Context: an optimization exercise on an open-source flow, tuned for small area. The choices shown serve that exercise and are no tape-out recipe.
Function was checked by simulation only, so behaviour that the tests miss may differ from the original.

## run 1
// IOTDF
module IOTDF( clk, rst, in_en, iot_in, fn_sel, busy, valid, iot_out);
input          clk;
input          rst;
input          in_en;
input  [7:0]   iot_in;
input  [2:0]   fn_sel;
output         busy;
output         valid;
output [127:0] iot_out;
integer m;
reg [2:0] state;
reg [3:0] cnt;
reg       f1;
reg       valid_r;
assign busy  = 1'b0;
assign valid = valid_r;
wire des   = ~state[2] & ~(state[1] & state[0]);
wire enc   = state[0];
wire crcm  = state[1] & state[0];
wire sortm = state[2];
wire first = (cnt == 4'd0);
wire [3:0] cnt_n = cnt + 4'd1;
always @(posedge clk or posedge rst) begin
    if (rst) begin
        state   <= 3'd0;
        cnt     <= 4'd0;
        f1      <= 1'b0;
        valid_r <= 1'b0;
    end else begin
        if (state == 3'd0) state <= fn_sel;
        if (state != 3'd0) cnt <= cnt_n;
        if (cnt == 4'd15) f1 <= 1'b1;
        valid_r <= (cnt == 4'd15) & f1;
    end
end
reg [127:0] S;
wire [7:0] bin = (sortm & ~cnt[3]) ?
    {iot_in[6], iot_in[7], iot_in[4], iot_in[5], iot_in[2], iot_in[3], iot_in[0], iot_in[1]} : iot_in;
always @(posedge clk) S <= {bin, S[127:8]};
reg [31:0] nL, nR;
reg [27:0] nC, nD;
reg [7:0]  nPAR;
wire [31:0] L = ~nL, R = ~nR;
wire [27:0] C = ~nC, D = ~nD;
wire [7:0] PAR = ~nPAR;
wire [63:0] s_ip;
wire [55:0] s_pc1;
wire [7:0]  s_par;
IP   u_IPs (.i(S[63:0]),   .o(s_ip));
PC1  u_PC1s(.i(S[127:64]), .o(s_pc1));
PARX u_PARs(.i(S[127:64]), .o(s_par));
reg s1;
always @(posedge clk)
    s1 <= enc ? (cnt_n == 4'd1 || cnt_n == 4'd2 || cnt_n == 4'd9  || cnt_n == 4'd0)
              : (cnt_n == 4'd1 || cnt_n == 4'd8 || cnt_n == 4'd15 || cnt_n == 4'd0);
wire ky1 = enc & s1;
wire ky2 = enc & ~s1;
wire ky0 = ~enc;
  ...
Settings: LEC_CHECK=0, ABC_AREA=1, CAP_MARGIN=20, CORE_MARGIN=2, CORE_UTILIZATION=60, SLEW_MARGIN=20; clock period 8.0 ns.
standard.sh (not shown) runs the stock make flow with config.mk's settings and CLKGATE_MAP_FILE= SYNTH_SCRIPT=/design/flow/synth_recipe.tcl, a recipe that flattens the netlist after the stock synthesis.
==> flow/flow/run.sh <==
#!/bin/bash
# Own flow: the standard ORFS layout (standard.sh) with these changes:
# - synthesis: ABC maps the logic with an area-only script
#   (flow/abc_area_own.script) and Yosys's adder extraction is off, so ABC sees
#   all of the logic. Flip-flops are mapped before ABC, exactly as in the
#   standard synthesis.
# - every port still gets its own buffer, but a sky130_fd_sc_hd__buf_1.
# - clock tree: clkbuf_4 buffers, sink clusters of up to 10 within 40 um,
#   no dummy loads.
set -euo pipefail
W=$PWD
{ cat "$W/flow/abc_proc.tcl"; cat "$W/synth_recipe.tcl"; } > "$W/own_synth.tcl"
export OWN_ABC_SCRIPT="$W/flow/abc_area_own.script"
bash "$W/standard.sh" SYNTH_SCRIPT="$W/own_synth.tcl" ADDER_MAP_FILE= \
  BUFFER_PORTS_ARGS="-buffer_cell sky130_fd_sc_hd__buf_1" \
  CTS_ARGS="-sink_clustering_enable -repair_clock_nets -dont_use_dummy_load -buf_list {sky130_fd_sc_hd__clkbuf_4} -sink_clustering_size 10 -sink_clustering_max_diameter 40" \
  finish > "$W/flow_make.log" 2>&1
==> flow/flow/abc_area_own.script <==
strash
&get -n
&deepsyn -T 60
&put
dch
amap -m -F 3 -A 8
topo
stime -c
==> flow/flow/abc_proc.tcl <==
# Use this flow's own ABC script for the combinational mapping; flip-flops are
# mapped before ABC runs and are left exactly as the standard synthesis makes them.
proc abc {args} {
  set i [lsearch -exact $args -script]
  if {$i >= 0} { lset args [expr {$i + 1}] $::env(OWN_ABC_SCRIPT) }
  yosys abc {*}$args
}
The following lists how run 2 was set up differently from run 1:
- CORE_UTILIZATION changed from 60 to 50
==> flow/flow/run.sh <==
#!/bin/bash
# Own flow: the standard ORFS layout (standard.sh) with these changes:
# - synthesis: ABC maps the logic with an area-only script
#   (flow/abc_area_own.script) and Yosys's adder extraction is off, so ABC sees
#   all of the logic. Flip-flops are mapped before ABC, exactly as in the
#   standard synthesis.
# - every port still gets its own buffer, but a sky130_fd_sc_hd__buf_1.
# - clock tree: clkbuf_4/clkbuf_8 buffers and no dummy loads.
set -euo pipefail
W=$PWD
{ cat "$W/flow/abc_proc.tcl"; cat "$W/synth_recipe.tcl"; } > "$W/own_synth.tcl"
export OWN_ABC_SCRIPT="$W/flow/abc_area_own.script"
bash "$W/standard.sh" SYNTH_SCRIPT="$W/own_synth.tcl" ADDER_MAP_FILE= \
  BUFFER_PORTS_ARGS="-buffer_cell sky130_fd_sc_hd__buf_1" \
  CTS_ARGS="-sink_clustering_enable -repair_clock_nets -dont_use_dummy_load -buf_list {sky130_fd_sc_hd__clkbuf_4 sky130_fd_sc_hd__clkbuf_8}" \
  finish > "$W/flow_make.log" 2>&1
Results
- Compared with run 1, run 2 shows maximum resistive drop on vdd higher by 2.7%.
- Die: run 2 bigger than run 1
- Run 1 → run 2: row count rose by 11%, number of placed instances, taps included rose by 54, core occupancy in the finished layout fell by 11 points, minimum clock period fell by 0.062 ns.
- Run 2 and run 1 ended up with roughly the same first-pass GRT wire length.
- Comparing run 2 and run 1, the higher area growth from synthesis to layout is on run 2.
Here is what was changed in the inputs of run 3 compared with run 2.
- GPL_TIMING_DRIVEN now 0, previously not set
- CAP_MARGIN now 10, was 20
- SLEW_MARGIN now 10, was 20
==> flow/flow/run.sh <==
#!/bin/bash
# Own flow: the standard ORFS layout (standard.sh) with these changes:
# - synthesis: ABC maps the logic with an area-only script
#   (flow/abc_area_own.script) and Yosys's adder extraction is off, so ABC sees
#   all of the logic. Flip-flops are mapped before ABC, exactly as in the
#   standard synthesis.
# - every port still gets its own buffer, but a sky130_fd_sc_hd__buf_1.
# - clock tree: clkbuf_4 buffers, sink clusters of up to 10 within 40 um,
#   no dummy loads.
set -euo pipefail
W=$PWD
{ cat "$W/flow/abc_proc.tcl"; cat "$W/synth_recipe.tcl"; } > "$W/own_synth.tcl"
export OWN_ABC_SCRIPT="$W/flow/abc_area_own.script"
bash "$W/standard.sh" SYNTH_SCRIPT="$W/own_synth.tcl" ADDER_MAP_FILE= \
  BUFFER_PORTS_ARGS="-buffer_cell sky130_fd_sc_hd__buf_1" \
  CTS_ARGS="-sink_clustering_enable -repair_clock_nets -dont_use_dummy_load -buf_list {sky130_fd_sc_hd__clkbuf_4} -sink_clustering_size 10 -sink_clustering_max_diameter 40" \
  finish > "$W/flow_make.log" 2>&1
Notes after the runs:
Diff run 2 -> run 3: initial antenna violation count went up; flip-flop and latch share of the layout cell area now sits higher; hold slack held. Compared with run 2, run 3 shows number of fill cells higher by 0.46%. Diff run 2..run 3 | overall via count from detail_route | negligible. Diff run 2..run 3 | count of maximum capacitance violations | unchanged. Run 3 vs. run 2: final standard cell area without fillers fell by about 1.8%, fraction of final layout cells with drive strength greater than 1 now sits lower.
diff inputs: run 3 => run 4
- swapping 10 for 20 in CAP_MARGIN
- swapping 10 for 20 in SLEW_MARGIN
- clearing GPL_TIMING_DRIVEN, which used to be 0
-- flow/flow/run.sh --
<<< run 3, line 6
#   standard synthesis.
# - every port still gets its own buffer, but a sky130_fd_sc_hd__buf_1.
# - clock tree: clkbuf_4 buffers, sink clusters of up to 10 within 40 um,
#   no dummy loads.
set -euo pipefail
W=$PWD
>>> run 4, line 6
#   standard synthesis.
# - every port still gets its own buffer, but a sky130_fd_sc_hd__buf_1.
# - clock tree: clkbuf_4/clkbuf_8 buffers and no dummy loads.
set -euo pipefail
W=$PWD
--- outcome ---
- Against run 3, run 4 comes in 17 higher on final cell count without fillers.
- Time the worst path needs with I/O delays and setup: run 4 < run 3
- The higher count of clock-buffer cells in the layout of run 3 and run 4 is in run 3.
- Diff run 4..run 3 | number of H-tree levels | unchanged
- Taking run 3 as the reference, in run 4 number of cells on the critical path saw an increase; mean number of vias per cell saw a decrease; global-route track usage on met2 saw an increase.
- As far as global-route usage over all layers is concerned, run 3 and run 4 perform about the same.
- Run 4 and run 3 ended up with roughly the same count of antenna-violating nets left after detailed routing.
- Compared with run 3, run 4 shows a higher worst slack on hold paths.

-- port drivers added, routing unchanged --
In the flow no input, the clock included, has a driving cell. The finished layouts below were timed again as built, in two steps. Step 1 (the two cells are an assumption about what drives the block):
set clk [get_ports {clk}]
set_driving_cell -lib_cell sky130_fd_sc_hd__clkbuf_16 $clk
set_driving_cell -lib_cell sky130_fd_sc_hd__buf_2 [delete_from_list [all_inputs] $clk]
Step 2 also shifts input and output timing later by t, the mid clock arrival at the registers, as if the neighbouring blocks saw the same clock. Three values: ideal ports, drivers, drivers and shift; two values: the first two.
run | shift t [ns] | setup slack, ns | worst hold slack (ns) | worst register clock-pin slew, ns
run 1 | 0.684 | 0.463 / 0.415 / 1.099 | 0.298 / 0.298 / 0.298 | 0.11 / 0.11
run 2 | 0.586 | 0.525 / 0.477 / 1.063 | 0.315 / 0.315 / 0.315 | 0.06 / 0.06
run 3 | 0.686 | 0.287 / 0.238 / 0.925 | 0.313 / 0.313 / 0.313 | 0.11 / 0.11
run 4 | 0.678 | 0.404 / 0.356 / 1.034 | 0.318 / 0.318 / 0.318 | 0.11 / 0.11
After both steps every run listed still meets setup and hold.
